From an optimization exercise on the open Yosys and OpenROAD flow, aimed at small area, a short achievable clock period and few clock cycles; shortcuts taken in it are not production practice.
Only simulation tests tie the RTL to the original design; equivalence was not proved.

## config.mk

```make
export PLATFORM = sky130hd
export DESIGN_NAME = Milestone_1
export DESIGN_NICKNAME = Milestone_1
export VERILOG_FILES = /design/flow/design.v
export SDC_FILE = /design/flow/constraint.sdc
export NUM_CORES = 4
export LEC_CHECK = 0
export CAP_MARGIN = 20
export CORE_MARGIN = 2
export CORE_UTILIZATION = 40
export PLACE_DENSITY = 0.6
export SLEW_MARGIN = 20
```

## constraint.sdc

```tcl
create_clock -name core_clock -period 12.0 [get_ports {Clock_50}]
set_input_delay 2.4000 -clock core_clock [delete_from_list [all_inputs] [get_ports {Clock_50}]]
set_output_delay 2.4000 -clock core_clock [all_outputs]
set_load 0.01 [all_outputs]
```

## design.v

```verilog
`timescale 1ns/100ps
`default_nettype none
module Milestone_1 (
		input logic Clock_50,
		input logic Resetn,
		input logic M1_Start,
		input logic [15:0] SRAM_read_data,
		output logic M1_Finish,
		output logic [15:0] M1_write_data,
		output logic [17:0] M1_address,
		output logic M1_we_n
);
localparam logic [17:0] U_BASE   = 18'd38400;
localparam logic [17:0] V_BASE   = 18'd57600;
localparam logic [17:0] RGB_BASE = 18'd146944;
logic        running;
logic [1:0]  fin_cnt;      
logic        fin_wait;
logic [2:0]  ph;           
logic [7:0]  kk;
logic        lin;          
logic [3:0]  li;           
logic [15:0] ypt;          
logic [17:0] wpt;          
logic ph0, ph1, ph2, ph3, ph4;
assign ph0 = (ph == 3'd0);
assign ph1 = (ph == 3'd1);
assign ph2 = (ph == 3'd2);
assign ph3 = (ph == 3'd3);
assign ph4 = (ph == 3'd4);
logic pair, wait_lead;
assign pair      = (kk >= 8'd2);
assign wait_lead = (kk == 8'd0);
logic l0, l1, l3, l4, l5, l6, l7, l8, l9, l10;
assign l0  = lin & (li == 4'd0);
assign l1  = lin & (li == 4'd1);
assign l3  = lin & (li == 4'd3);
assign l4  = lin & (li == 4'd4);
assign l5  = lin & (li == 4'd5);
assign l6  = lin & (li == 4'd6);
assign l7  = lin & (li == 4'd7);
assign l8  = lin & (li == 4'd8);
assign l9  = lin & (li == 4'd9);
assign l10 = lin & (li == 4'd10);
logic clamp;
assign clamp = (kk >= 8'd158);
logic is_write;
assign is_write = running & pair & (ph0 | ph1 | ph2);
logic uv_rd_slot;
assign uv_rd_slot = ph3 & (kk != 8'd0) & (kk <= 8'd155);
logic rd_u, rd_v, rd_y;
assign rd_u = l0 | l5 | (uv_rd_slot & kk[0]);
assign rd_v = l1 | l6 | ((kk == 8'd1) & ph2) | (uv_rd_slot & ~kk[0]);
assign rd_y = l7 | (ph4 & (kk <= 8'd159));
logic [1:0] uv_off;
assign uv_off = (l0 | l1) ? 2'd0 : (l5 | l6) ? 2'd1 : 2'd2;
logic [17:0] uv_addr;
assign uv_addr = {3'd0, ypt[15:1]} + {2'd0, rd_v ? 8'd225 : 8'd150, 6'd0, uv_off};    
logic row_end, frame_end;
assign row_end   = (kk == 8'd161) & ph2;
assign frame_end = row_end & (ypt == 16'd38400);
always_ff @(posedge Clock_50 or negedge Resetn) begin
	if (!Resetn) begin
		running   <= 1'b0;
		fin_wait  <= 1'b0;
		fin_cnt   <= 2'd0;
		M1_Finish <= 1'b0;
		M1_we_n   <= 1'b1;
		ph        <= 3'd0;
		kk        <= 8'd0;
		lin       <= 1'b0;
		li        <= 4'd0;
		ypt       <= 16'd0;
		wpt       <= RGB_BASE;
	end else begin
		M1_we_n <= ~is_write;
		if (running) begin
			if (frame_end) begin
				running  <= 1'b0;
				fin_wait <= 1'b1;
			end
			if (row_end) begin
				ph <= 3'd0;
				kk <= 8'd0;
			end else if (wait_lead) begin
				if (l9) begin
					ph <= 3'd2;
					kk <= 8'd1;
				end
			end else if (ph4) begin
				ph <= 3'd0;
				kk <= kk + 8'd1;
			end else begin
				ph <= ph + 3'd1;
			end
			if (frame_end) begin
				lin <= 1'b0;
			end else if ((kk == 8'd160) & ph2) begin
				lin <= 1'b1;
				li  <= 4'd0;
			end else if (lin) begin
				li <= li + 4'd1;
				if (li == 4'd10) lin <= 1'b0;
			end
			if (rd_y) ypt <= ypt + 16'd1;
			if (is_write) wpt <= wpt + 18'd1;
		end else if (fin_wait) begin
			fin_cnt <= fin_cnt + 2'd1;
			if (fin_cnt == 2'd1) begin
				M1_Finish <= 1'b1;
				fin_wait  <= 1'b0;
			end
		end else if (M1_Start & ~M1_Finish) begin
			running <= 1'b1;
			lin     <= 1'b1;
			li      <= 4'd0;
		end
	end
end
logic [2:0] ph_n;
always_comb begin
	if (~running | row_end | ph4)
		ph_n = 3'd0;
	else if (wait_lead)
		ph_n = l9 ? 3'd2 : 3'd0;
	else
		ph_n = ph + 3'd1;
end
logic sel_fv, sel_e, sel_f, sel_w0, sel_w1, en_su;
always_ff @(posedge Clock_50) begin
	sel_fv     <= (ph_n == 3'd3);
	en_su      <= (ph_n == 3'd3);
	sel_e      <= (ph_n == 3'd3);
	sel_f      <= (ph_n == 3'd4);
	sel_w0     <= (ph_n == 3'd0);
	sel_w1     <= (ph_n == 3'd1);
end
always_ff @(posedge Clock_50) begin
	if (is_write)
		M1_address <= wpt;
	else if (rd_u | rd_v)
		M1_address <= uv_addr;
	else
		M1_address <= {2'd0, ypt};
end
logic [7:0]  wu0, wu1, wu2, wu3, wu4, wu5;    
logic [7:0]  wv0, wv1, wv2, wv3, wv4, wv5;    
logic [7:0]  pend_h, pend_l;                   
logic [15:0] y_reg;
logic [8:0]  su;                               
logic        nu;                               
logic [7:0]  b0_reg;
wire [7:0] dh = SRAM_read_data[15:8];
wire [7:0] dl = SRAM_read_data[7:0];
logic shift_reg;    
assign shift_reg = pair & ph1;
logic sh_u, sh_v;
assign sh_u = shift_reg | l3 | l4 | l5 | l6 | l8 | l9;
assign sh_v = shift_reg | l4 | l5 | l6 | l7 | l9 | l10;
logic [7:0] u_in, v_in;
always_comb begin
	if (l3 | l8)
		u_in = dh;
	else if (l6 | l9)
		u_in = pend_h;
	else if (clamp | l4 | l5)
		u_in = wu5;
	else if (~kk[0])
		u_in = dh;
	else
		u_in = pend_h;
	if (l4 | l9)
		v_in = dh;
	else if (l7 | l10)
		v_in = pend_l;
	else if (clamp | l5 | l6)
		v_in = wv5;
	else if (~kk[0])
		v_in = pend_h;
	else
		v_in = pend_l;
end
logic ld_pend_h, ld_pend_l, pend_h_dl;
assign pend_h_dl = l3 | l8 | (shift_reg & ~kk[0]);
assign ld_pend_h = pend_h_dl | (shift_reg & kk[0]) | ((kk == 8'd2) & ph0);
assign ld_pend_l = l4 | l9 | (shift_reg & kk[0]) | ((kk == 8'd2) & ph0);
always_ff @(posedge Clock_50) begin
	if (ph2 & ~wait_lead) y_reg <= SRAM_read_data;
	if (sh_u) begin
		wu0 <= wu1; wu1 <= wu2; wu2 <= wu3; wu3 <= wu4; wu4 <= wu5; wu5 <= u_in;
	end
	if (sh_v) begin
		wv0 <= wv1; wv1 <= wv2; wv2 <= wv3; wv3 <= wv4; wv4 <= wv5; wv5 <= v_in;
	end
	if (ld_pend_h) pend_h <= pend_h_dl ? dl : dh;
	if (ld_pend_l) pend_l <= dl;
end
logic [7:0] f0, f1, f2, f3, f4, f5;
assign f0 = sel_fv ? wv0 : wu0;
assign f1 = sel_fv ? wv1 : wu1;
assign f2 = sel_fv ? wv2 : wu2;
assign f3 = sel_fv ? wv3 : wu3;
assign f4 = sel_fv ? wv4 : wu4;
assign f5 = sel_fv ? wv5 : wu5;
wire [8:0] fs1 = {1'b0, f0} + {1'b0, f5};
wire [8:0] fs2 = {1'b0, f1} + {1'b0, f4};
wire [8:0] fs3 = {1'b0, f2} + {1'b0, f3};
logic [9:0] fD13, fD12, fD32;
logic [8:0] fS3;
always_ff @(posedge Clock_50) begin
	fS3  <= fs3;
	fD13 <= {1'b0, fs1} - {1'b0, fs3};
	fD12 <= {1'b0, fs1} - {1'b0, fs2};
	fD32 <= {1'b0, fs3} - {1'b0, fs2};
end
wire [18:0] ftot;
wire ft_w1;
wire ft_w2;
wire ft_w3;
wire ft_w4;
wire ft_w5;
wire ft_w6;
wire ft_w7;
wire ft_w8;
wire ft_w9;
wire ft_w10;
wire ft_w11;
wire ft_w12;
wire ft_w13;
wire ft_w14;
wire ft_w15;
wire ft_w16;
wire ft_w17;
wire ft_w18;
wire ft_w19;
wire ft_w20;
wire ft_w21;
wire ft_w22;
wire ft_w23;
wire ft_w24;
wire ft_w25;
wire ft_w26;
wire ft_w27;
wire ft_w28;
wire ft_w29;
wire ft_w30;
wire ft_w31;
wire ft_w32;
wire ft_w33;
wire ft_w34;
wire ft_w35;
wire ft_w36;
wire ft_w37;
wire ft_w38;
wire ft_w39;
wire ft_w40;
wire ft_w41;
wire ft_w42;
wire ft_w43;
wire ft_w44;
wire ft_w45;
wire ft_w46;
wire ft_w47;
wire ft_w48;
wire ft_w49;
wire ft_w50;
wire ft_w51;
wire ft_w52;
wire ft_w53;
wire ft_w54;
wire ft_w55;
wire ft_w56;
wire ft_w57;
wire ft_w58;
wire ft_w59;
wire ft_w60;
wire ft_w61;
wire ft_w62;
wire ft_w63;
wire ft_w64;
wire ft_w65;
wire ft_w66;
assign {ft_w2, ft_w1} = fD12[5] + fD12[3];
assign {ft_w4, ft_w3} = fD13[8] + fD12[6] + fD12[4];
assign {ft_w6, ft_w5} = fD32[3] + fS3[1];
assign {ft_w8, ft_w7} = fD12[7] + fD12[5] + fD32[4];
assign {ft_w10, ft_w9} = fS3[2] + fD13[9];
assign {ft_w12, ft_w11} = fD12[6] + fD32[5] + fS3[3];
assign {ft_w14, ft_w13} = {~fD13[9]} + {~fD12[8]};
assign {ft_w16, ft_w15} = fD12[7] + fD32[6] + fS3[4];
assign {ft_w18, ft_w17} = fD12[8] + {~fD12[9]};
assign {ft_w20, ft_w19} = fD32[7] + fS3[5];
assign {ft_w22, ft_w21} = fD32[8] + fS3[6];
assign {ft_w24, ft_w23} = fD13[5] + fD12[3];
assign {ft_w26, ft_w25} = fD13[6] + fD12[4] + fD12[2];
assign {ft_w28, ft_w27} = fD32[2] + fS3[0] + ft_w1;
assign {ft_w30, ft_w29} = fD13[7] + ft_w2 + ft_w3;
assign {ft_w32, ft_w31} = ft_w4 + ft_w6 + ft_w7;
assign {ft_w34, ft_w33} = ft_w8 + ft_w10 + ft_w11;
assign {ft_w36, ft_w35} = ft_w12 + ft_w14 + ft_w15;
assign {ft_w38, ft_w37} = ft_w16 + ft_w18 + ft_w19;
assign {ft_w40, ft_w39} = fD12[8] + ft_w20 + ft_w21;
assign {ft_w42, ft_w41} = fS3[7] + ft_w22;
assign {ft_w44, ft_w43} = fD13[4] + fD12[2];
assign {ft_w46, ft_w45} = fD12[1] + fD32[0] + ft_w23;
assign {ft_w48, ft_w47} = fD32[1] + ft_w24 + ft_w25;
assign {ft_w50, ft_w49} = ft_w26 + ft_w27 + {~fD13[7]};
assign {ft_w52, ft_w51} = ft_w5 + ft_w28 + ft_w29;
assign {ft_w54, ft_w53} = ft_w9 + ft_w30 + ft_w31;
assign {ft_w56, ft_w55} = ft_w13 + ft_w32 + ft_w33;
assign {ft_w58, ft_w57} = ft_w17 + ft_w34 + ft_w35;
assign {ft_w60, ft_w59} = ft_w36 + ft_w37 + {~fD12[8]};
assign {ft_w62, ft_w61} = ft_w38 + ft_w39 + {~fD12[9]};
assign {ft_w64, ft_w63} = ft_w40 + ft_w41 + {~fD32[9]};
assign {ft_w66, ft_w65} = ft_w42 + {~fS3[8]};
wire [18:0] ft_ra = {{~fS3[8]}, {~fS3[8]}, {~fS3[8]}, ft_w64, ft_w62, ft_w60, ft_w58, ft_w56, ft_w54, ft_w52, ft_w50, ft_w48, ft_w46, ft_w44, fD12[0], fD13[3], fD13[2], fD13[1], fD13[0]};
wire [18:0] ft_rb = {1'b0, 1'b0, ft_w66, ft_w65, ft_w63, ft_w61, ft_w59, ft_w57, ft_w55, ft_w53, ft_w51, ft_w49, ft_w47, ft_w45, ft_w43, fD12[1], fD12[0], 1'b0, 1'b0};
assign ftot = ft_ra + ft_rb;
always_ff @(posedge Clock_50) begin
	if (en_su) begin
		su <= ftot[16:8];
		nu <= ftot[18];
	end
end
logic [7:0] ly, hy;
logic [8:0] lu, lv, hu, hv;
logic       lnu, lnv, hnu, hnv;
always_ff @(posedge Clock_50) begin
	if (sel_e) begin
		ly  <= y_reg[15:8];
		lu  <= {1'b0, wu2};
		lv  <= {1'b0, wv2};
		lnu <= 1'b0;
		lnv <= 1'b0;
	end else begin
		ly  <= y_reg[7:0];
		lu  <= su;
		lnu <= nu;
		if (sel_f) begin
			lv  <= ftot[16:8];
			lnv <= ftot[18];
		end
	end
	hy  <= ly;
	hu  <= lu;
	hv  <= lv;
	hnu <= lnu;
	hnv <= lnv;
end
logic pnu, pnv;
assign pnu = hnu;
assign pnv = hnv;
wire [20:0] r_lsum;
wire rlo_w1;
wire rlo_w2;
wire rlo_w3;
wire rlo_w4;
wire rlo_w5;
wire rlo_w6;
wire rlo_w7;
wire rlo_w8;
wire rlo_w9;
wire rlo_w10;
wire rlo_w11;
wire rlo_w12;
wire rlo_w13;
wire rlo_w14;
wire rlo_w15;
wire rlo_w16;
wire rlo_w17;
wire rlo_w18;
wire rlo_w19;
wire rlo_w20;
wire rlo_w21;
wire rlo_w22;
wire rlo_w23;
wire rlo_w24;
wire rlo_w25;
wire rlo_w26;
wire rlo_w27;
wire rlo_w28;
wire rlo_w29;
wire rlo_w30;
wire rlo_w31;
wire rlo_w32;
wire rlo_w33;
wire rlo_w34;
wire rlo_w35;
wire rlo_w36;
wire rlo_w37;
wire rlo_w38;
wire rlo_w39;
wire rlo_w40;
wire rlo_w41;
wire rlo_w42;
wire rlo_w43;
wire rlo_w44;
wire rlo_w45;
wire rlo_w46;
wire rlo_w47;
wire rlo_w48;
wire rlo_w49;
wire rlo_w50;
wire rlo_w51;
wire rlo_w52;
wire rlo_w53;
wire rlo_w54;
wire rlo_w55;
wire rlo_w56;
wire rlo_w57;
wire rlo_w58;
wire rlo_w59;
wire rlo_w60;
wire rlo_w61;
wire rlo_w62;
wire rlo_w63;
wire rlo_w64;
wire rlo_w65;
wire rlo_w66;
wire rlo_w67;
wire rlo_w68;
wire rlo_w69;
wire rlo_w70;
wire rlo_w71;
wire rlo_w72;
wire rlo_w73;
wire rlo_w74;
wire rlo_w75;
wire rlo_w76;
wire rlo_w77;
wire rlo_w78;
wire rlo_w79;
wire rlo_w80;
wire rlo_w81;
wire rlo_w82;
wire rlo_w83;
wire rlo_w84;
wire rlo_w85;
wire rlo_w86;
wire rlo_w87;
wire rlo_w88;
wire rlo_w89;
wire rlo_w90;
wire rlo_w91;
wire rlo_w92;
wire rlo_w93;
wire rlo_w94;
wire rlo_w95;
wire rlo_w96;
wire rlo_w97;
wire rlo_w98;
wire rlo_w99;
wire rlo_w100;
wire rlo_w101;
wire rlo_w102;
wire rlo_w103;
wire rlo_w104;
wire rlo_w105;
wire rlo_w106;
wire rlo_w107;
wire rlo_w108;
wire rlo_w109;
wire rlo_w110;
wire rlo_w111;
wire rlo_w112;
wire rlo_w113;
wire rlo_w114;
wire rlo_w115;
wire rlo_w116;
wire rlo_w117;
wire rlo_w118;
assign {rlo_w2, rlo_w1} = ly[4] + ly[2];
assign {rlo_w4, rlo_w3} = ly[5] + ly[3];
assign {rlo_w6, rlo_w5} = ly[4] + ly[2] + lv[8];
assign {rlo_w8, rlo_w7} = ly[5] + ly[3] + ly[0];
assign {rlo_w10, rlo_w9} = lv[3] + ly[6];
assign {rlo_w12, rlo_w11} = ly[6] + ly[4] + ly[1];
assign {rlo_w14, rlo_w13} = lv[4] + lv[0] + ly[7];
assign {rlo_w16, rlo_w15} = lv[5] + lv[3] + lv[0];
assign {rlo_w18, rlo_w17} = lv[6] + lv[4] + lv[1];
assign {rlo_w20, rlo_w19} = {~ly[6]} + {~lv[8]};
assign {rlo_w22, rlo_w21} = ly[0] + lv[7] + lv[5];
assign {rlo_w24, rlo_w23} = lv[2] + {~ly[7]};
assign {rlo_w26, rlo_w25} = ly[1] + lv[8] + lv[6];
assign {rlo_w28, rlo_w27} = ly[0] + lv[7] + lv[4];
assign {rlo_w30, rlo_w29} = ly[1] + lv[8] + lv[5];
assign {rlo_w32, rlo_w31} = ly[2] + {~lv[1]};
assign {rlo_w34, rlo_w33} = ly[0] + lv[6] + lv[0];
assign {rlo_w36, rlo_w35} = ly[3] + rlo_w1 + {~lv[2]};
assign {rlo_w38, rlo_w37} = ly[1] + lv[7] + lv[1];
assign {rlo_w40, rlo_w39} = rlo_w2 + rlo_w3 + {~lv[3]};
assign {rlo_w42, rlo_w41} = lv[2] + rlo_w4 + rlo_w5;
assign {rlo_w44, rlo_w43} = lv[4] + lv[0] + ly[6];
assign {rlo_w46, rlo_w45} = rlo_w6 + rlo_w7 + rlo_w9;
assign {rlo_w48, rlo_w47} = lv[5] + lv[1] + ly[7];
assign {rlo_w50, rlo_w49} = rlo_w8 + rlo_w10 + rlo_w11;
assign {rlo_w52, rlo_w51} = rlo_w13 + {~lv[6]} + {~lv[2]};
assign {rlo_w54, rlo_w53} = lv[1] + {~ly[1]};
assign {rlo_w56, rlo_w55} = lv[2] + lv[0] + {~ly[2]};
assign {rlo_w58, rlo_w57} = lv[3] + lv[1] + {~ly[3]};
assign {rlo_w60, rlo_w59} = lv[4] + lv[2] + ly[4];
assign {rlo_w62, rlo_w61} = ly[5] + rlo_w15 + {~lv[7]};
assign {rlo_w64, rlo_w63} = rlo_w16 + rlo_w17 + rlo_w19;
assign {rlo_w66, rlo_w65} = rlo_w18 + rlo_w20 + rlo_w21;
assign {rlo_w68, rlo_w67} = lv[3] + rlo_w22 + rlo_w24;
assign {rlo_w70, rlo_w69} = rlo_w26 + rlo_w27 + {~lv[0]};
assign {rlo_w72, rlo_w71} = rlo_w28 + rlo_w29 + rlo_w31;
assign {rlo_w74, rlo_w73} = rlo_w30 + rlo_w32 + rlo_w33;
assign {rlo_w76, rlo_w75} = rlo_w34 + rlo_w36 + rlo_w37;
assign {rlo_w78, rlo_w77} = rlo_w38 + rlo_w40 + rlo_w41;
assign {rlo_w80, rlo_w79} = rlo_w42 + rlo_w45 + {~rlo_w44};
assign {rlo_w82, rlo_w81} = rlo_w46 + rlo_w49 + rlo_w51;
assign {rlo_w84, rlo_w83} = rlo_w12 + rlo_w14 + rlo_w50;
assign {rlo_w86, rlo_w85} = lv[0] + ly[0];
assign {rlo_w88, rlo_w87} = rlo_w53 + {~lv[3]} + {~ly[0]};
assign {rlo_w90, rlo_w89} = rlo_w54 + rlo_w55 + {~lv[4]};
assign {rlo_w92, rlo_w91} = rlo_w56 + rlo_w57 + {~lv[5]};
assign {rlo_w94, rlo_w93} = rlo_w58 + rlo_w59 + {~lv[6]};
assign {rlo_w96, rlo_w95} = rlo_w60 + rlo_w61 + {~ly[4]};
assign {rlo_w98, rlo_w97} = rlo_w62 + rlo_w63 + {~ly[5]};
assign {rlo_w100, rlo_w99} = rlo_w23 + rlo_w64 + rlo_w65;
assign {rlo_w102, rlo_w101} = rlo_w25 + rlo_w66 + rlo_w67;
assign {rlo_w104, rlo_w103} = rlo_w68 + rlo_w69 + {~ly[2]};
assign {rlo_w106, rlo_w105} = rlo_w70 + rlo_w71 + {~ly[3]};
assign {rlo_w108, rlo_w107} = rlo_w35 + rlo_w72 + rlo_w73;
assign {rlo_w110, rlo_w109} = rlo_w39 + rlo_w74 + rlo_w75;
assign {rlo_w112, rlo_w111} = rlo_w76 + rlo_w77 + {~rlo_w43};
assign {rlo_w114, rlo_w113} = rlo_w78 + rlo_w79 + {~rlo_w47};
assign {rlo_w116, rlo_w115} = rlo_w80 + rlo_w81 + {~rlo_w48};
assign {rlo_w118, rlo_w117} = rlo_w52 + rlo_w82 + rlo_w83;
wire [20:0] rlo_ra = {1'b0, rlo_w84, rlo_w116, rlo_w114, rlo_w112, rlo_w110, rlo_w108, rlo_w106, rlo_w104, rlo_w102, rlo_w100, rlo_w98, rlo_w96, rlo_w94, rlo_w92, rlo_w90, rlo_w88, rlo_w86, {~lv[2]}, {~lv[1]}, lv[0]};
wire [20:0] rlo_rb = {1'b0, rlo_w118, rlo_w117, rlo_w115, rlo_w113, rlo_w111, rlo_w109, rlo_w107, rlo_w105, rlo_w103, rlo_w101, rlo_w99, rlo_w97, rlo_w95, rlo_w93, rlo_w91, rlo_w89, rlo_w87, rlo_w85, {~lv[0]}, 1'b0};
assign r_lsum = rlo_ra + rlo_rb;
logic [2:0] r_cy;
always_ff @(posedge Clock_50) r_cy <= r_lsum[20:18];
logic [1:0] r_lb;
always_ff @(posedge Clock_50) r_lb <= r_lsum[17:16];
wire [8:0] r_hsum;
wire rhi_w1;
wire rhi_w2;
wire rhi_w3;
wire rhi_w4;
wire rhi_w5;
wire rhi_w6;
wire rhi_w7;
wire rhi_w8;
wire rhi_w9;
wire rhi_w10;
wire rhi_w11;
wire rhi_w12;
wire rhi_w13;
wire rhi_w14;
wire rhi_w15;
wire rhi_w16;
wire rhi_w17;
wire rhi_w18;
wire rhi_w19;
wire rhi_w20;
wire rhi_w21;
wire rhi_w22;
wire rhi_w23;
wire rhi_w24;
wire rhi_w25;
wire rhi_w26;
wire rhi_w27;
wire rhi_w28;
wire rhi_w29;
wire rhi_w30;
wire rhi_w31;
wire rhi_w32;
wire rhi_w33;
wire rhi_w34;
wire rhi_w35;
wire rhi_w36;
wire rhi_w37;
wire rhi_w38;
wire rhi_w39;
wire rhi_w40;
wire rhi_w41;
wire rhi_w42;
wire rhi_w43;
wire rhi_w44;
wire rhi_w45;
wire rhi_w46;
wire rhi_w47;
wire rhi_w48;
assign {rhi_w2, rhi_w1} = hy[7] + hy[5] + hy[2];
assign {rhi_w4, rhi_w3} = hy[6] + hy[3] + hv[6];
assign {rhi_w6, rhi_w5} = hy[4] + hv[7];
assign {rhi_w8, rhi_w7} = hv[5] + hv[1] + r_cy[0];
assign {rhi_w10, rhi_w9} = hv[2] + r_cy[1] + rhi_w2;
assign {rhi_w12, rhi_w11} = rhi_w3 + {~hv[8]};
assign {rhi_w14, rhi_w13} = hv[3] + r_cy[2] + rhi_w4;
assign {rhi_w16, rhi_w15} = rhi_w5 + {~hv[5]} + {~hy[7]};
assign {rhi_w18, rhi_w17} = hy[5] + hv[8] + hv[4];
assign {rhi_w20, rhi_w19} = hy[7] + rhi_w6 + {~hv[6]};
assign {rhi_w22, rhi_w21} = hy[6] + hv[5];
assign {rhi_w24, rhi_w23} = rhi_w1 + rhi_w7;
assign {rhi_w26, rhi_w25} = rhi_w8 + rhi_w9 + rhi_w11;
assign {rhi_w28, rhi_w27} = rhi_w10 + rhi_w12 + rhi_w13;
assign {rhi_w30, rhi_w29} = rhi_w14 + rhi_w16 + rhi_w17;
assign {rhi_w32, rhi_w31} = rhi_w18 + rhi_w20 + rhi_w21;
assign {rhi_w34, rhi_w33} = hy[7] + hv[6] + rhi_w22;
assign {rhi_w36, rhi_w35} = rhi_w23 + {~hv[7]};
assign {rhi_w38, rhi_w37} = rhi_w24 + rhi_w25 + {~hv[4]};
assign {rhi_w40, rhi_w39} = rhi_w15 + rhi_w26 + rhi_w27;
assign {rhi_w42, rhi_w41} = rhi_w19 + rhi_w28 + rhi_w29;
assign {rhi_w44, rhi_w43} = rhi_w30 + rhi_w31 + {~hv[7]};
assign {rhi_w46, rhi_w45} = rhi_w32 + rhi_w33 + {~hv[8]};
assign {rhi_w48, rhi_w47} = hv[7] + rhi_w34;
wire [8:0] rhi_ra = {{~hv[8]}, {~hv[8]}, rhi_w46, rhi_w44, rhi_w42, rhi_w40, rhi_w38, rhi_w36, {~hv[3]}};
wire [8:0] rhi_rb = {1'b0, rhi_w48, rhi_w47, rhi_w45, rhi_w43, rhi_w41, rhi_w39, rhi_w37, rhi_w35};
assign r_hsum = rhi_ra + rhi_rb;
wire [10:0] r_sum = {r_hsum, r_lb};
wire [21:0] g_lsum;
wire glo_w1;
wire glo_w2;
wire glo_w3;
wire glo_w4;
wire glo_w5;
wire glo_w6;
wire glo_w7;
wire glo_w8;
wire glo_w9;
wire glo_w10;
wire glo_w11;
wire glo_w12;
wire glo_w13;
wire glo_w14;
wire glo_w15;
wire glo_w16;
wire glo_w17;
wire glo_w18;
wire glo_w19;
wire glo_w20;
wire glo_w21;
wire glo_w22;
wire glo_w23;
wire glo_w24;
wire glo_w25;
wire glo_w26;
wire glo_w27;
wire glo_w28;
wire glo_w29;
wire glo_w30;
wire glo_w31;
wire glo_w32;
wire glo_w33;
wire glo_w34;
wire glo_w35;
wire glo_w36;
wire glo_w37;
wire glo_w38;
wire glo_w39;
wire glo_w40;
wire glo_w41;
wire glo_w42;
wire glo_w43;
wire glo_w44;
wire glo_w45;
wire glo_w46;
wire glo_w47;
wire glo_w48;
wire glo_w49;
wire glo_w50;
wire glo_w51;
wire glo_w52;
wire glo_w53;
wire glo_w54;
wire glo_w55;
wire glo_w56;
wire glo_w57;
wire glo_w58;
wire glo_w59;
wire glo_w60;
wire glo_w61;
wire glo_w62;
wire glo_w63;
wire glo_w64;
wire glo_w65;
wire glo_w66;
wire glo_w67;
wire glo_w68;
wire glo_w69;
wire glo_w70;
wire glo_w71;
wire glo_w72;
wire glo_w73;
wire glo_w74;
wire glo_w75;
wire glo_w76;
wire glo_w77;
wire glo_w78;
wire glo_w79;
wire glo_w80;
wire glo_w81;
wire glo_w82;
wire glo_w83;
wire glo_w84;
wire glo_w85;
wire glo_w86;
wire glo_w87;
wire glo_w88;
wire glo_w89;
wire glo_w90;
wire glo_w91;
wire glo_w92;
wire glo_w93;
wire glo_w94;
wire glo_w95;
wire glo_w96;
wire glo_w97;
wire glo_w98;
wire glo_w99;
wire glo_w100;
wire glo_w101;
wire glo_w102;
wire glo_w103;
wire glo_w104;
wire glo_w105;
wire glo_w106;
wire glo_w107;
wire glo_w108;
wire glo_w109;
wire glo_w110;
wire glo_w111;
wire glo_w112;
wire glo_w113;
wire glo_w114;
wire glo_w115;
wire glo_w116;
wire glo_w117;
wire glo_w118;
wire glo_w119;
wire glo_w120;
wire glo_w121;
wire glo_w122;
wire glo_w123;
wire glo_w124;
wire glo_w125;
wire glo_w126;
wire glo_w127;
wire glo_w128;
wire glo_w129;
wire glo_w130;
wire glo_w131;
wire glo_w132;
wire glo_w133;
wire glo_w134;
wire glo_w135;
wire glo_w136;
wire glo_w137;
wire glo_w138;
wire glo_w139;
wire glo_w140;
wire glo_w141;
wire glo_w142;
assign {glo_w2, glo_w1} = ly[7] + ly[5] + ly[3];
assign {glo_w4, glo_w3} = ly[6] + ly[4];
assign {glo_w6, glo_w5} = ly[3] + ly[1];
assign {glo_w8, glo_w7} = ly[4] + ly[2] + ly[0];
assign {glo_w10, glo_w9} = lu[0] + {~lu[8]};
assign {glo_w12, glo_w11} = ly[5] + ly[3] + ly[1];
assign {glo_w14, glo_w13} = lu[1] + lv[0];
assign {glo_w16, glo_w15} = ly[4] + ly[2] + lu[2];
assign {glo_w18, glo_w17} = lv[1] + {~lu[5]} + {~lu[0]};
assign {glo_w20, glo_w19} = ly[0] + lu[3] + lv[2];
assign {glo_w22, glo_w21} = ly[6] + glo_w1 + {~lu[6]};
assign {glo_w24, glo_w23} = {~lu[1]} + {~lv[4]};
assign {glo_w26, glo_w25} = ly[1] + lu[4] + lv[3];
assign {glo_w28, glo_w27} = glo_w2 + glo_w3 + {~lu[7]};
assign {glo_w30, glo_w29} = lu[2] + lv[5] + lv[1];
assign {glo_w32, glo_w31} = lu[2] + {~ly[3]};
assign {glo_w34, glo_w33} = lu[3] + {~ly[4]} + {~lu[1]};
assign {glo_w36, glo_w35} = lu[4] + {~ly[5]} + {~lu[2]};
assign {glo_w38, glo_w37} = lu[5] + ly[6] + {~lu[3]};
assign {glo_w40, glo_w39} = ly[0] + lu[6] + ly[7];
assign {glo_w42, glo_w41} = {~lu[4]} + {~lv[4]};
assign {glo_w44, glo_w43} = ly[1] + lu[7] + {~lu[5]};
assign {glo_w46, glo_w45} = lu[0] + lv[5] + ly[7];
assign {glo_w48, glo_w47} = ly[0] + lu[8] + {~lu[6]};
assign {glo_w50, glo_w49} = lu[1] + lv[6] + ly[2];
assign {glo_w52, glo_w51} = ly[2] + glo_w5 + {~lu[7]};
assign {glo_w54, glo_w53} = lu[2] + lv[7] + lv[0];
assign {glo_w56, glo_w55} = glo_w6 + glo_w7 + glo_w9;
assign {glo_w58, glo_w57} = lu[3] + lv[8] + lv[1];
assign {glo_w60, glo_w59} = glo_w8 + glo_w10 + glo_w11;
assign {glo_w62, glo_w61} = glo_w13 + {~lu[4]} + {~lv[2]};
assign {glo_w64, glo_w63} = glo_w12 + glo_w14 + glo_w15;
assign {glo_w66, glo_w65} = glo_w17 + {~lv[3]} + {~ly[6]};
assign {glo_w68, glo_w67} = glo_w16 + glo_w18 + glo_w19;
assign {glo_w70, glo_w69} = glo_w21 + glo_w23 + {~lv[0]};
assign {glo_w72, glo_w71} = glo_w20 + glo_w22 + glo_w24;
assign {glo_w74, glo_w73} = glo_w25 + glo_w27 + {~glo_w29};
assign {glo_w76, glo_w75} = glo_w4 + glo_w26 + glo_w28;
assign {glo_w78, glo_w77} = lu[0] + {~ly[1]};
assign {glo_w80, glo_w79} = lu[1] + {~ly[2]};
assign {glo_w82, glo_w81} = glo_w31 + {~lu[0]} + {~lv[5]};
assign {glo_w84, glo_w83} = glo_w32 + glo_w33 + {~lv[6]};
assign {glo_w86, glo_w85} = glo_w34 + glo_w35 + {~lv[7]};
assign {glo_w88, glo_w87} = glo_w36 + glo_w37 + {~lv[8]};
assign {glo_w90, glo_w89} = glo_w38 + glo_w39 + glo_w41;
assign {glo_w92, glo_w91} = glo_w40 + glo_w42 + glo_w43;
assign {glo_w94, glo_w93} = glo_w44 + glo_w47 + {~glo_w46};
assign {glo_w96, glo_w95} = glo_w48 + glo_w51 + {~glo_w50};
assign {glo_w98, glo_w97} = glo_w52 + glo_w55 + {~glo_w54};
assign {glo_w100, glo_w99} = glo_w56 + glo_w59 + glo_w61;
assign {glo_w102, glo_w101} = glo_w60 + glo_w62 + glo_w63;
assign {glo_w104, glo_w103} = glo_w64 + glo_w66 + glo_w67;
assign {glo_w106, glo_w105} = glo_w68 + glo_w70 + glo_w71;
assign {glo_w108, glo_w107} = glo_w72 + glo_w74 + glo_w75;
assign {glo_w110, glo_w109} = glo_w77 + {~lv[3]};
assign {glo_w112, glo_w111} = glo_w78 + glo_w79 + {~lv[4]};
assign {glo_w114, glo_w113} = glo_w80 + glo_w81 + {~lv[0]};
assign {glo_w116, glo_w115} = glo_w82 + glo_w83 + {~lv[1]};
assign {glo_w118, glo_w117} = glo_w84 + glo_w85 + {~lv[2]};
assign {glo_w120, glo_w119} = glo_w86 + glo_w87 + {~lv[3]};
assign {glo_w122, glo_w121} = glo_w88 + glo_w89 + {~ly[6]};
assign {glo_w124, glo_w123} = glo_w90 + glo_w91 + {~glo_w45};
assign {glo_w126, glo_w125} = glo_w92 + glo_w93 + {~glo_w49};
assign {glo_w128, glo_w127} = glo_w94 + glo_w95 + {~glo_w53};
assign {glo_w130, glo_w129} = glo_w96 + glo_w97 + {~glo_w57};
assign {glo_w132, glo_w131} = glo_w98 + glo_w99 + {~glo_w58};
assign {glo_w134, glo_w133} = glo_w65 + glo_w100 + glo_w101;
assign {glo_w136, glo_w135} = glo_w69 + glo_w102 + glo_w103;
assign {glo_w138, glo_w137} = glo_w73 + glo_w104 + glo_w105;
assign {glo_w140, glo_w139} = glo_w106 + glo_w107 + {~glo_w30};
assign {glo_w142, glo_w141} = glo_w76 + glo_w108;
wire [21:0] glo_ra = {1'b0, glo_w142, glo_w140, glo_w138, glo_w136, glo_w134, glo_w132, glo_w130, glo_w128, glo_w126, glo_w124, glo_w122, glo_w120, glo_w118, glo_w116, glo_w114, glo_w112, glo_w110, {~ly[0]}, ly[0], {~lv[1]}, lv[0]};
wire [21:0] glo_rb = {1'b0, 1'b0, glo_w141, glo_w139, glo_w137, glo_w135, glo_w133, glo_w131, glo_w129, glo_w127, glo_w125, glo_w123, glo_w121, glo_w119, glo_w117, glo_w115, glo_w113, glo_w111, glo_w109, {~lv[2]}, {~lv[0]}, 1'b0};
assign g_lsum = glo_ra + glo_rb;
logic [3:0] g_cy;
always_ff @(posedge Clock_50) g_cy <= g_lsum[21:18];
logic [1:0] g_lb;
always_ff @(posedge Clock_50) g_lb <= g_lsum[17:16];
wire [8:0] g_hsum;
wire ghi_w1;
wire ghi_w2;
wire ghi_w3;
wire ghi_w4;
wire ghi_w5;
wire ghi_w6;
wire ghi_w7;
wire ghi_w8;
wire ghi_w9;
wire ghi_w10;
wire ghi_w11;
wire ghi_w12;
wire ghi_w13;
wire ghi_w14;
wire ghi_w15;
wire ghi_w16;
wire ghi_w17;
wire ghi_w18;
wire ghi_w19;
wire ghi_w20;
wire ghi_w21;
wire ghi_w22;
wire ghi_w23;
wire ghi_w24;
wire ghi_w25;
wire ghi_w26;
wire ghi_w27;
wire ghi_w28;
wire ghi_w29;
wire ghi_w30;
wire ghi_w31;
wire ghi_w32;
wire ghi_w33;
wire ghi_w34;
wire ghi_w35;
wire ghi_w36;
wire ghi_w37;
wire ghi_w38;
wire ghi_w39;
wire ghi_w40;
wire ghi_w41;
wire ghi_w42;
wire ghi_w43;
wire ghi_w44;
wire ghi_w45;
wire ghi_w46;
wire ghi_w47;
wire ghi_w48;
wire ghi_w49;
wire ghi_w50;
wire ghi_w51;
wire ghi_w52;
wire ghi_w53;
wire ghi_w54;
wire ghi_w55;
wire ghi_w56;
wire ghi_w57;
wire ghi_w58;
wire ghi_w59;
wire ghi_w60;
wire ghi_w61;
wire ghi_w62;
wire ghi_w63;
wire ghi_w64;
wire ghi_w65;
wire ghi_w66;
wire ghi_w67;
wire ghi_w68;
wire ghi_w69;
wire ghi_w70;
wire ghi_w71;
wire ghi_w72;
wire ghi_w73;
wire ghi_w74;
wire ghi_w75;
wire ghi_w76;
assign {ghi_w2, ghi_w1} = hy[7] + hy[5];
assign {ghi_w4, ghi_w3} = hy[2] + hu[5] + hv[4];
assign {ghi_w6, ghi_w5} = g_cy[0] + ghi_w1;
assign {ghi_w8, ghi_w7} = hy[6] + hy[3] + hu[6];
assign {ghi_w10, ghi_w9} = hv[5] + g_cy[1] + ghi_w2;
assign {ghi_w12, ghi_w11} = {~hu[4]} + {~hv[7]};
assign {ghi_w14, ghi_w13} = hy[7] + hy[4] + hu[7];
assign {ghi_w16, ghi_w15} = hv[6] + g_cy[2] + {~hu[5]};
assign {ghi_w18, ghi_w17} = {~hv[8]} + {~hv[4]};
assign {ghi_w20, ghi_w19} = hu[8] + hv[7] + g_cy[3];
assign {ghi_w22, ghi_w21} = {~hu[6]} + {~hv[5]};
assign {ghi_w24, ghi_w23} = hv[8] + hy[5];
assign {ghi_w26, ghi_w25} = ghi_w3 + ghi_w5 + {~hu[8]};
assign {ghi_w28, ghi_w27} = ghi_w4 + ghi_w6 + ghi_w7;
assign {ghi_w30, ghi_w29} = ghi_w9 + ghi_w11;
assign {ghi_w32, ghi_w31} = ghi_w8 + ghi_w10 + ghi_w12;
assign {ghi_w34, ghi_w33} = ghi_w13 + ghi_w15 + ghi_w17;
assign {ghi_w36, ghi_w35} = ghi_w14 + ghi_w16 + ghi_w18;
assign {ghi_w38, ghi_w37} = ghi_w19 + ghi_w21 + {~hy[5]};
assign {ghi_w40, ghi_w39} = ghi_w20 + ghi_w22 + ghi_w23;
assign {ghi_w42, ghi_w41} = hu[7] + hv[6] + hy[6];
assign {ghi_w44, ghi_w43} = hy[7] + hy[6] + ghi_w24;
assign {ghi_w46, ghi_w45} = {~hu[8]} + {~hv[7]};
assign {ghi_w48, ghi_w47} = ghi_w25 + {~hu[3]};
assign {ghi_w50, ghi_w49} = ghi_w26 + ghi_w27 + ghi_w29;
assign {ghi_w52, ghi_w51} = ghi_w28 + ghi_w30 + ghi_w31;
assign {ghi_w54, ghi_w53} = ghi_w32 + ghi_w34 + ghi_w35;
assign {ghi_w56, ghi_w55} = ghi_w36 + ghi_w38 + ghi_w39;
assign {ghi_w58, ghi_w57} = ghi_w40 + ghi_w43 + ghi_w45;
assign {ghi_w60, ghi_w59} = hv[8] + ghi_w44;
assign {ghi_w62, ghi_w61} = ghi_w47 + {~hv[6]};
assign {ghi_w64, ghi_w63} = ghi_w48 + ghi_w49 + {~hv[3]};
assign {ghi_w66, ghi_w65} = ghi_w33 + ghi_w50 + ghi_w51;
assign {ghi_w68, ghi_w67} = ghi_w37 + ghi_w52 + ghi_w53;
assign {ghi_w70, ghi_w69} = ghi_w54 + ghi_w55 + {~ghi_w41};
assign {ghi_w72, ghi_w71} = ghi_w56 + ghi_w57 + {~ghi_w42};
assign {ghi_w74, ghi_w73} = ghi_w46 + ghi_w58 + ghi_w59;
assign {ghi_w76, ghi_w75} = ghi_w60 + {~hv[8]};
wire [8:0] ghi_ra = {1'b1, ghi_w74, ghi_w72, ghi_w70, ghi_w68, ghi_w66, ghi_w64, ghi_w62, {~hv[2]}};
wire [8:0] ghi_rb = {ghi_w76, ghi_w75, ghi_w73, ghi_w71, ghi_w69, ghi_w67, ghi_w65, ghi_w63, ghi_w61};
assign g_hsum = ghi_ra + ghi_rb;
wire [10:0] g_sum = {g_hsum, g_lb};
wire [20:0] b_lsum;
wire blo_w1;
wire blo_w2;
wire blo_w3;
wire blo_w4;
wire blo_w5;
wire blo_w6;
wire blo_w7;
wire blo_w8;
wire blo_w9;
wire blo_w10;
wire blo_w11;
wire blo_w12;
wire blo_w13;
wire blo_w14;
wire blo_w15;
wire blo_w16;
wire blo_w17;
wire blo_w18;
wire blo_w19;
wire blo_w20;
wire blo_w21;
wire blo_w22;
wire blo_w23;
wire blo_w24;
wire blo_w25;
wire blo_w26;
wire blo_w27;
wire blo_w28;
wire blo_w29;
wire blo_w30;
wire blo_w31;
wire blo_w32;
wire blo_w33;
wire blo_w34;
wire blo_w35;
wire blo_w36;
wire blo_w37;
wire blo_w38;
wire blo_w39;
wire blo_w40;
wire blo_w41;
wire blo_w42;
wire blo_w43;
wire blo_w44;
wire blo_w45;
wire blo_w46;
wire blo_w47;
wire blo_w48;
wire blo_w49;
wire blo_w50;
wire blo_w51;
wire blo_w52;
wire blo_w53;
wire blo_w54;
wire blo_w55;
wire blo_w56;
wire blo_w57;
wire blo_w58;
wire blo_w59;
wire blo_w60;
wire blo_w61;
wire blo_w62;
wire blo_w63;
wire blo_w64;
wire blo_w65;
wire blo_w66;
wire blo_w67;
wire blo_w68;
wire blo_w69;
wire blo_w70;
wire blo_w71;
wire blo_w72;
wire blo_w73;
wire blo_w74;
wire blo_w75;
wire blo_w76;
wire blo_w77;
wire blo_w78;
wire blo_w79;
wire blo_w80;
wire blo_w81;
wire blo_w82;
wire blo_w83;
wire blo_w84;
wire blo_w85;
wire blo_w86;
wire blo_w87;
wire blo_w88;
wire blo_w89;
wire blo_w90;
wire blo_w91;
wire blo_w92;
wire blo_w93;
wire blo_w94;
wire blo_w95;
wire blo_w96;
wire blo_w97;
wire blo_w98;
wire blo_w99;
wire blo_w100;
wire blo_w101;
wire blo_w102;
wire blo_w103;
wire blo_w104;
wire blo_w105;
wire blo_w106;
assign {blo_w2, blo_w1} = lu[2] + lu[0] + ly[5];
assign {blo_w4, blo_w3} = lu[3] + lu[1] + {~ly[6]};
assign {blo_w6, blo_w5} = {~lu[8]} + {~lu[6]};
assign {blo_w8, blo_w7} = ly[0] + lu[4] + lu[2];
assign {blo_w10, blo_w9} = {~ly[7]} + {~lu[7]};
assign {blo_w12, blo_w11} = lu[5] + lu[3] + lu[0];
assign {blo_w14, blo_w13} = {~lu[8]} + {~ly[1]};
assign {blo_w16, blo_w15} = ly[2] + ly[0] + lu[6];
assign {blo_w18, blo_w17} = lu[4] + lu[1] + ly[1];
assign {blo_w20, blo_w19} = ly[3] + ly[1] + lu[7];
assign {blo_w22, blo_w21} = lu[5] + lu[2];
assign {blo_w24, blo_w23} = ly[4] + ly[2] + ly[0];
assign {blo_w26, blo_w25} = lu[8] + lu[6] + lu[3];
assign {blo_w28, blo_w27} = ly[5] + ly[3] + ly[1];
assign {blo_w30, blo_w29} = lu[7] + lu[4];
assign {blo_w32, blo_w31} = ly[6] + ly[4] + ly[2];
assign {blo_w34, blo_w33} = lu[8] + lu[5];
assign {blo_w36, blo_w35} = ly[5] + ly[3] + ly[0];
assign {blo_w38, blo_w37} = lu[6] + {~ly[7]};
assign {blo_w40, blo_w39} = ly[4] + ly[1] + lu[7];
assign {blo_w42, blo_w41} = lu[0] + ly[7] + {~ly[6]};
assign {blo_w44, blo_w43} = {~ly[2]} + {~lu[4]};
assign {blo_w46, blo_w45} = lu[0] + {~ly[3]} + {~lu[5]};
assign {blo_w48, blo_w47} = lu[1] + ly[4] + {~lu[6]};
assign {blo_w50, blo_w49} = blo_w1 + {~lu[7]} + {~lu[5]};
assign {blo_w52, blo_w51} = blo_w2 + blo_w3 + blo_w5;
assign {blo_w54, blo_w53} = blo_w4 + blo_w6 + blo_w7;
assign {blo_w56, blo_w55} = blo_w8 + blo_w10 + blo_w11;
assign {blo_w58, blo_w57} = blo_w12 + blo_w14 + blo_w15;
assign {blo_w60, blo_w59} = blo_w16 + blo_w18 + blo_w19;
assign {blo_w62, blo_w61} = blo_w20 + blo_w22 + blo_w23;
assign {blo_w64, blo_w63} = blo_w24 + blo_w26 + blo_w27;
assign {blo_w66, blo_w65} = blo_w28 + blo_w30 + blo_w31;
assign {blo_w68, blo_w67} = blo_w32 + blo_w34 + blo_w35;
assign {blo_w70, blo_w69} = blo_w36 + blo_w38 + blo_w39;
assign {blo_w72, blo_w71} = ly[6] + blo_w40;
assign {blo_w74, blo_w73} = {~ly[0]} + {~lu[2]};
assign {blo_w76, blo_w75} = ly[1] + {~lu[3]} + {~lu[1]};
assign {blo_w78, blo_w77} = blo_w43 + {~lu[2]} + {~ly[1]};
assign {blo_w80, blo_w79} = blo_w44 + blo_w45 + {~lu[3]};
assign {blo_w82, blo_w81} = blo_w46 + blo_w47 + {~lu[4]};
assign {blo_w84, blo_w83} = blo_w48 + blo_w49 + {~ly[4]};
assign {blo_w86, blo_w85} = blo_w50 + blo_w51 + {~ly[5]};
assign {blo_w88, blo_w87} = blo_w9 + blo_w52 + blo_w53;
assign {blo_w90, blo_w89} = blo_w13 + blo_w54 + blo_w55;
assign {blo_w92, blo_w91} = blo_w17 + blo_w56 + blo_w57;
assign {blo_w94, blo_w93} = blo_w21 + blo_w58 + blo_w59;
assign {blo_w96, blo_w95} = blo_w25 + blo_w60 + blo_w61;
assign {blo_w98, blo_w97} = blo_w29 + blo_w62 + blo_w63;
assign {blo_w100, blo_w99} = blo_w33 + blo_w64 + blo_w65;
assign {blo_w102, blo_w101} = blo_w37 + blo_w66 + blo_w67;
assign {blo_w104, blo_w103} = blo_w41 + blo_w68 + blo_w69;
assign {blo_w106, blo_w105} = blo_w42 + blo_w70 + blo_w71;
wire [20:0] blo_ra = {1'b0, blo_w72, blo_w104, blo_w102, blo_w100, blo_w98, blo_w96, blo_w94, blo_w92, blo_w90, blo_w88, blo_w86, blo_w84, blo_w82, blo_w80, blo_w78, blo_w76, blo_w74, {~lu[0]}, {~lu[1]}, lu[0]};
wire [20:0] blo_rb = {1'b0, blo_w106, blo_w105, blo_w103, blo_w101, blo_w99, blo_w97, blo_w95, blo_w93, blo_w91, blo_w89, blo_w87, blo_w85, blo_w83, blo_w81, blo_w79, blo_w77, blo_w75, blo_w73, {~lu[0]}, 1'b0};
assign b_lsum = blo_ra + blo_rb;
logic [2:0] b_cy;
always_ff @(posedge Clock_50) b_cy <= b_lsum[20:18];
logic [1:0] b_lb;
always_ff @(posedge Clock_50) b_lb <= b_lsum[17:16];
wire [8:0] b_hsum;
wire bhi_w1;
wire bhi_w2;
wire bhi_w3;
wire bhi_w4;
wire bhi_w5;
wire bhi_w6;
wire bhi_w7;
wire bhi_w8;
wire bhi_w9;
wire bhi_w10;
wire bhi_w11;
wire bhi_w12;
wire bhi_w13;
wire bhi_w14;
wire bhi_w15;
wire bhi_w16;
wire bhi_w17;
wire bhi_w18;
wire bhi_w19;
wire bhi_w20;
wire bhi_w21;
wire bhi_w22;
wire bhi_w23;
wire bhi_w24;
wire bhi_w25;
wire bhi_w26;
wire bhi_w27;
wire bhi_w28;
wire bhi_w29;
wire bhi_w30;
wire bhi_w31;
wire bhi_w32;
assign {bhi_w2, bhi_w1} = hy[7] + hy[5] + hy[2];
assign {bhi_w4, bhi_w3} = hy[3] + hu[2];
assign {bhi_w6, bhi_w5} = hy[7] + hy[4] + hu[3];
assign {bhi_w8, bhi_w7} = hu[8] + hu[1];
assign {bhi_w10, bhi_w9} = b_cy[1] + bhi_w2 + bhi_w3;
assign {bhi_w12, bhi_w11} = b_cy[2] + hy[6] + bhi_w4;
assign {bhi_w14, bhi_w13} = hu[4] + bhi_w6;
assign {bhi_w16, bhi_w15} = hu[5] + hy[5];
assign {bhi_w18, bhi_w17} = hu[6] + hy[6];
assign {bhi_w20, bhi_w19} = b_cy[0] + bhi_w1;
assign {bhi_w22, bhi_w21} = bhi_w8 + bhi_w9 + {~hy[6]};
assign {bhi_w24, bhi_w23} = bhi_w5 + bhi_w10 + bhi_w11;
assign {bhi_w26, bhi_w25} = bhi_w12 + bhi_w13 + {~hy[5]};
assign {bhi_w28, bhi_w27} = bhi_w14 + bhi_w15 + {~hy[6]};
assign {bhi_w30, bhi_w29} = bhi_w16 + bhi_w17 + {~hy[7]};
assign {bhi_w32, bhi_w31} = hu[7] + hy[7] + bhi_w18;
wire [8:0] bhi_ra = {{~hu[8]}, {~hu[8]}, bhi_w30, bhi_w28, bhi_w26, bhi_w24, bhi_w22, bhi_w20, bhi_w7};
wire [8:0] bhi_rb = {1'b0, bhi_w32, bhi_w31, bhi_w29, bhi_w27, bhi_w25, bhi_w23, bhi_w21, bhi_w19};
assign b_hsum = bhi_ra + bhi_rb;
wire [10:0] b_sum = {b_hsum, b_lb};
function automatic [7:0] clip(input logic [10:0] s, input logic neg);
	if (neg | s[10])
		clip = 8'd0;
	else if (|s[9:8])
		clip = 8'd255;
	else
		clip = s[7:0];
endfunction
logic [7:0] r_px, g_px, b_px;
assign r_px = clip(r_sum, pnv);
assign g_px = clip(g_sum, pnu | pnv);
assign b_px = clip(b_sum, pnu);
always_ff @(posedge Clock_50) begin
	b0_reg <= b_px;
	if (sel_w0)
		M1_write_data <= {r_px, g_px};
	else if (sel_w1)
		M1_write_data <= {b0_reg, r_px};
	else
		M1_write_data <= {g_px, b_px};
end
endmodule
```

## flow/run.sh

```bash
#!/bin/bash
# Standard layout, but with timing repair aiming for extra setup slack
# (the clock period and constraints stay the design's).
set -euo pipefail
MARGIN=${MARGIN:-8}
bash standard.sh SETUP_SLACK_MARGIN=$MARGIN finish > standard_flow.log 2>&1
```

## standard.sh

```bash
#!/bin/bash
# synth_recipe.tcl (not shown) runs the flow's synth.tcl, then flattens the netlist and writes it again
# the make line also repeats each setting of config.mk as NAME=value (left out here)
make -C /OpenROAD-flow-scripts/flow DESIGN_CONFIG=/design/flow/config.mk WORK_HOME=/design/flow/orfs CLKGATE_MAP_FILE= SYNTH_SCRIPT=/design/flow/synth_recipe.tcl "${@:-finish}"
```

==> results of run 1 <==
## cells in the mapped netlist (all sizes together), types with 11 or more instances
cell    number
nand4       16
dfxtp      143
xor2        41
ha         235
nand3       31
o21ai       67
inv        437
a211oi      15
mux2        93
nand2      100
clkbuf      17
xnor2       71
a21o        32
dfrtp       49
nand2b      14
nor3        20
and2        17
o21bai      19
a221o       17
nor2        77
nor2b       20
and3        18
buf         13
mux2i       11
edfxtp     146
fa         233
a21oi      114
## per-layer routing
layer  vias up  share of wire  track usage  wire, µm
li1       7627              -            -         -
met1      7897           0.45        0.247     25800
met2       310           0.48        0.316     27300
met3        98          0.044       0.0326      2540
met4         0          0.027       0.0554      1560
met5         -              0            0         0
## worst paths after layout
path	slack, ps	startpoint	endpoint
worst min register to register	350	lnu	hnu
worst min-delay path	350	lnu	hnu
max in group asynchronous	9490	Resetn	kk[0]
min in group asynchronous	1980	Resetn	wpt[7]
worst max-delay path	7390	hy[6]	M1_write_data[3]
worst max register to register	7390	hy[6]	M1_write_data[3]
## through the flow
stage	cell area, µm²	worst slack [ps]	hold WS, ps	utilization
2_1_floorplan	24400	7550	310	-
3_3_place_gp	25800	7230	321	0.429
3_5_place_dp	25800	7160	320	0.429
4_1_cts	27800	7430	351	0.463
5_1_grt	28500	7230	357	0.474
6_report	28500	7390	347	0.474
## area by class of cell
cell class / instances / area (µm²) / area share
clock buffer: 54 / 1100 / 0.0387
clock inverter: 15 / 153 / 0.00535
inverter: 438 / 1680 / 0.0587
multi-input combinational: 1375 / 14400 / 0.504
sequential: 345 / 8730 / 0.306
tap: 782 / 978 / 0.0343
timing repair buffer: 159 / 1490 / 0.0523
## logic make-up (layout without fill, tap and decap cells)
family | Yosys count | count (layout) | share of synthesized area
simple gates | 357 | 357 | 0.0761
fa+ha+maj | 468 | 468 | 0.314
flops | 345 | 345 | 0.357
xor+xnor | 112 | 112 | 0.0405
compound gates | 334 | 334 | 0.0912
mux | 104 | 104 | 0.0478
buf+inv | 468 | 666 | 0.0732
## repair_timing
item | in CTS | in global routing
endpoints found under the setup margin | 59 | 60
gates resized for setup | 75 | 90
hold buffers | 0 | 0
pin swaps | 30 | 54
setup buffers | 62 | 36
## critical path, stage by stage, from the launching register on
cell      delay [ps]
dfxtp_4          370
inv_8             30
fa_1             510
inv_2             50
fa_1             500
inv_1             50
fa_1             500
inv_2             40
fa_2             550
inv_2             40
fa_2             360
nor2b_4          130
o31a_1           200
o31a_1           230
nor2_2            80
a211oi_4         270
buf_6            170
nand2_1           80
a221o_1          320
==> results.toml, run 1 <==
[final_layout]
fin_nets = 2844
final_cell_mix = "inv_1, fa_1, ha_1, edfxtp_1, dfxtp_1"
diodes = 0
largest_registers = "M1_address: 18 flops, wpt: 18 flops"
fill_cells = 5467
area_growth_pct = 17.7
final_common_cell = "inv_1"
fin_cells = 3168
layout-drive-gt1-share = 0.181

[global_routing]
grt_max_degree = 62
grt_use_total = 0.187
grt_overflow = 0
antenna_found_initial = 1
grt_pass1_wl_um = 92100
grt_pass1_vias = 17100

[synthesis]
synth_edf_count = 146
syn_avg_cell_area_um2 = 11.1
synth_ff_type = "edfxtp_1"
synth_nets = 2675
synth_top_cell_area_share = 0.193
async_flop_share = 0.162
yosysUniqueCellTypes = 88
synth_top_area_cell = "fa_1"
synth_area_um2 = 24200
yosysSeqAreaShare = 0.357
syn_inst = 2188
synthTopCellsByArea = "fa_1, edfxtp_1, ha_1, dfxtp_1, inv_1"
synth.yosys.warnings = 1
synth-seq-cells = 345

[min_path]
hold_depth = 0
hp-class = "flop to flop"

[timing]
relSlewSlack = 0.380
worstMarginPinSlew_ps = 924
fin_crit_sh = 0.384
tns_ps = 0
max_freq_mhz = 217
hold_viol_final = 0
drv_slew = 0
finalSetupViolCount = 0
period_needed_ps = 4610
rsz0062_at_grt = "true"
finClkSkew_ps = 28.4

[job]
drv_cap = 0

[clock_network]
cts_inserted_buffers = 38
clk_pin_slew_ps = 60
clock-sinks = 345
cts_buffer_depth = 3
clock_latency_ps = 580
htreeDepth = 2
cts_tree = "built"
root_buffer = "clkbuf_16"

[placed_design]
port_buffers = 54
dp.cells = 2999
dp_hpwl_um = 42900
gp_congestion = 0.869

[detailed_routing]
vias = 15900
wl_per_cell_um = 18.1
drtIter0Drc = 922
vias_per_cell = 5.03
antenna_left = 0
drc = 0
drt-total-wl_um = 57200
first_pass_iters = 5

[die]
core_area_um2 = 60100
io_pins = 55
die_y_um = 250
rows = 90
die_w_um = 250
fp.dieArea_um2 = 62600
start_util = 0.403

[setup_path]
cp_max_fo = 6
worstSetupPathType = "flop to flop"
critPathCaptureType = "flop"
reg2reg_depth = 18
arrival_ps = 5050
cp-start-kind = "flop"
required_ps = 12440

[run_status]
status = "finished clean"
Testbench counts, summed over its fixed seeds: cycles 773,792.
==> inputs of run 2 (changes only) <==
--- a/config.mk
+++ b/config.mk
@@ -7,6 +7,6 @@
 export LEC_CHECK = 0
 export CAP_MARGIN = 20
 export CORE_MARGIN = 2
-export CORE_UTILIZATION = 40
-export PLACE_DENSITY = 0.6
+export CORE_UTILIZATION = 60
+export PLACE_DENSITY = 0.75
 export SLEW_MARGIN = 20
==> run 2 against run 1 <==
  * Still clean
  * Critical path depth increased by 1
  * First-iteration DRC count increased by 19%
  * Area after synthesis stayed put
  * Cell area shrank 1.3%
  * Critical endpoint unchanged
==> results.toml, run 2 <==
[synthesis]
synth_area_um2 = 24200
async_flop_share = 0.162
syn_avg_cell_area_um2 = 11.1
synthTopCellsByArea = "fa_1, edfxtp_1, ha_1, dfxtp_1, inv_1"
synth_top_area_cell = "fa_1"
yosysUniqueCellTypes = 88
synth_top_cell_area_share = 0.193
ys_top_cells_by_count = "inv_1, ha_1, fa_1, edfxtp_1, dfxtp_1"
synth.yosys.warnings = 1
synth_most_common_cell = "inv_1"
syn_inst = 2188
synth_ff_type = "edfxtp_1"
synth-seq-cells = 345
synth_nets = 2675
synth_edf_count = 146
yosysSeqAreaShare = 0.357

[die]
fp.dieArea_um2 = 42000
start_util = 0.608
core_area_um2 = 39800
die_y_um = 205
die_w_um = 205
rows = 73
io_pins = 55

[timing]
max_freq_mhz = 219
relSlewSlack = 0.306
rsz0062_at_grt = "true"
period_needed_ps = 4560
drv_slew = 0
worstMarginPinSlew_ps = 1040
hold_viol_final = 0
hold_ws_ps = 360
finalSetupViolCount = 0
fin_crit_sh = 0.380
tns_ps = 0
finClkSkew_ps = 27.6

[final_layout]
final_cell_mix = "inv_1, fa_1, ha_1, edfxtp_1, dfxtp_1"
fill_cells = 2850
fin_cells = 2891
largest_registers = "M1_address: 18 flops, wpt: 18 flops"
area_growth_pct = 16.2
final_common_cell = "inv_1"
layout-drive-gt1-share = 0.174
fin_nets = 2823
design_area_um2 = 28200

[clock_network]
htreeDepth = 2
clk_pin_slew_ps = 70
clock_latency_ps = 570
cts-hold-fix-buffers = 0
root_buffer = "clkbuf_16"
cts_tree = "built"
cts_buffer_depth = 3
cts_inserted_buffers = 37
clock-sinks = 345

[global_routing]
grt_overflow = 0
grt_max_degree = 60
grt_use_total = 0.286
antenna_found_initial = 1
grt_pass1_wl_um = 92200
grt_pass1_vias = 17200

[setup_path]
arrival_ps = 5000
cp-start-kind = "flop"
critPathCaptureType = "flop"
max_stage_delay_ps = 550
required_ps = 12440
worstSetupPathType = "flop to flop"
cp_max_fo = 8
crit_chain = "inv_2 > fa_1 > inv_1 > fa_1 > inv_1 > fa_1 > inv_2 > fa_2 > inv_2 > fa_2 > nor2b_4 > o31a_1 > o31a_1 > buf_4 > nor2_2 > a211oi_4 > buf_6 > nand2_1 > a221o_1"
slowest_stage = "fa_2"

[job]
drv_cap = 0

[detailed_routing]
vias = 16400
wl_per_cell_um = 20.1
antenna_left = 0
first_pass_iters = 5
drtIter0Drc = 1098
vias_per_cell = 5.66
drc = 0
drt-total-wl_um = 58000

[placed_design]
gp_congestion = 0.904
dp_hpwl_um = 41700
placed_cell_area_um2 = 25500
port_buffers = 54
dp.cells = 2741

[min_path]
hp-class = "flop to flop"

[run_status]
status = "finished clean"
## run 2: metrics by stage
| stage | util | worst slack (ps) |
|---|---|---|
| after global placement | 0.640 | 7270 |
| final | 0.707 | 7440 |
| after floorplan | - | 7550 |
| after global routing | 0.707 | 7290 |
| after detailed placement | 0.640 | 7160 |
| after CTS | 0.689 | 7450 |
## run 2: worst paths after layout
path	start	end	slack, ps	depth (start not counted)
min in group asynchronous	Resetn	wpt[8]	1970	2
worst max register to register	hy[3]	M1_write_data[3]	7440	19
worst min register to register	lnu	hnu	360	0
worst max-delay path	hy[3]	M1_write_data[3]	7440	19
max in group asynchronous	Resetn	kk[0]	9520	2
worst min-delay path	lnu	hnu	360	0
## run 2: per-layer routing
layer	share of wire	wire (µm)	track usage
met5	0.00022	13	0
met4	0.025	1460	0.0768
met3	0.072	4190	0.0563
met2	0.47	27100	0.457
met1	0.44	25300	0.402
## run 2: logic make-up after synthesis
logic type | after synthesis | share of synthesized area
adder cells (fa/ha/maj) | 468 | 0.314
multiplexers | 104 | 0.0478
XOR/XNOR | 112 | 0.0405
AND/OR/NAND/NOR | 357 | 0.0761
AO/OA/AOI/OAI | 334 | 0.0912
buffers and inverters | 468 | 0.0732
flip-flops | 345 | 0.357
## run 2: what timing repair did
item / in CTS / in global routing
cloned: 0 / 1
pin swaps: 49 / 72
setup buffers: 52 / 28
endpoints found under the setup margin: 54 / 62
endpoints found under the hold margin: 0 / 0
resized for setup: 72 / 98
## run 2: worst max-delay path, delay by kind of cell, from the launching register on
kind / cells / cell delay (ps)
buf+inv: 7 / 540
simple gates: 3 / 250
fa+ha+maj: 5 / 2430
flops: 1 / 340
compound gates: 4 / 880
## run 2: cell type report
class / instances / area (µm²) / share of cell area
repair buffers: 139 / 1340 / 0.0474
multi-input cells: 1375 / 14500 / 0.514
diodes: 1 / 2.50 / 0.0000889
clock buffers: 51 / 1050 / 0.0373
inverters: 438 / 1670 / 0.0593
well taps: 525 / 657 / 0.0233
flip-flops and latches: 345 / 8730 / 0.310
clock inverters: 17 / 223 / 0.00791

[afterwards: timing with drivers on the ports]
No port has a modelled driver above. Below, the same layouts with a new extraction and two added sets of constraints. Step 1: set_driving_cell puts a clkbuf_16 on Clock_50 and a buf_2 on each other input, an assumption about the parent block. Step 2 adds t to the input delays and takes it off the output delays; t is the mean of the earliest and latest rising clock arrival at the registers after step 1. Input paths then give back, and output paths get back, about the clock's delay inside the block. Three values: no drivers, after step 1, after step 2; two values: the first two.
run	shift t [ns]	slack for setup (ns)	clock arrival spread, ns
run 1	0.628	7.387 / 7.387 / 7.387	0.030 / 0.030
run 2	0.617	7.441 / 7.441 / 7.441	0.030 / 0.029
After both steps setup and hold are still met in every run listed.
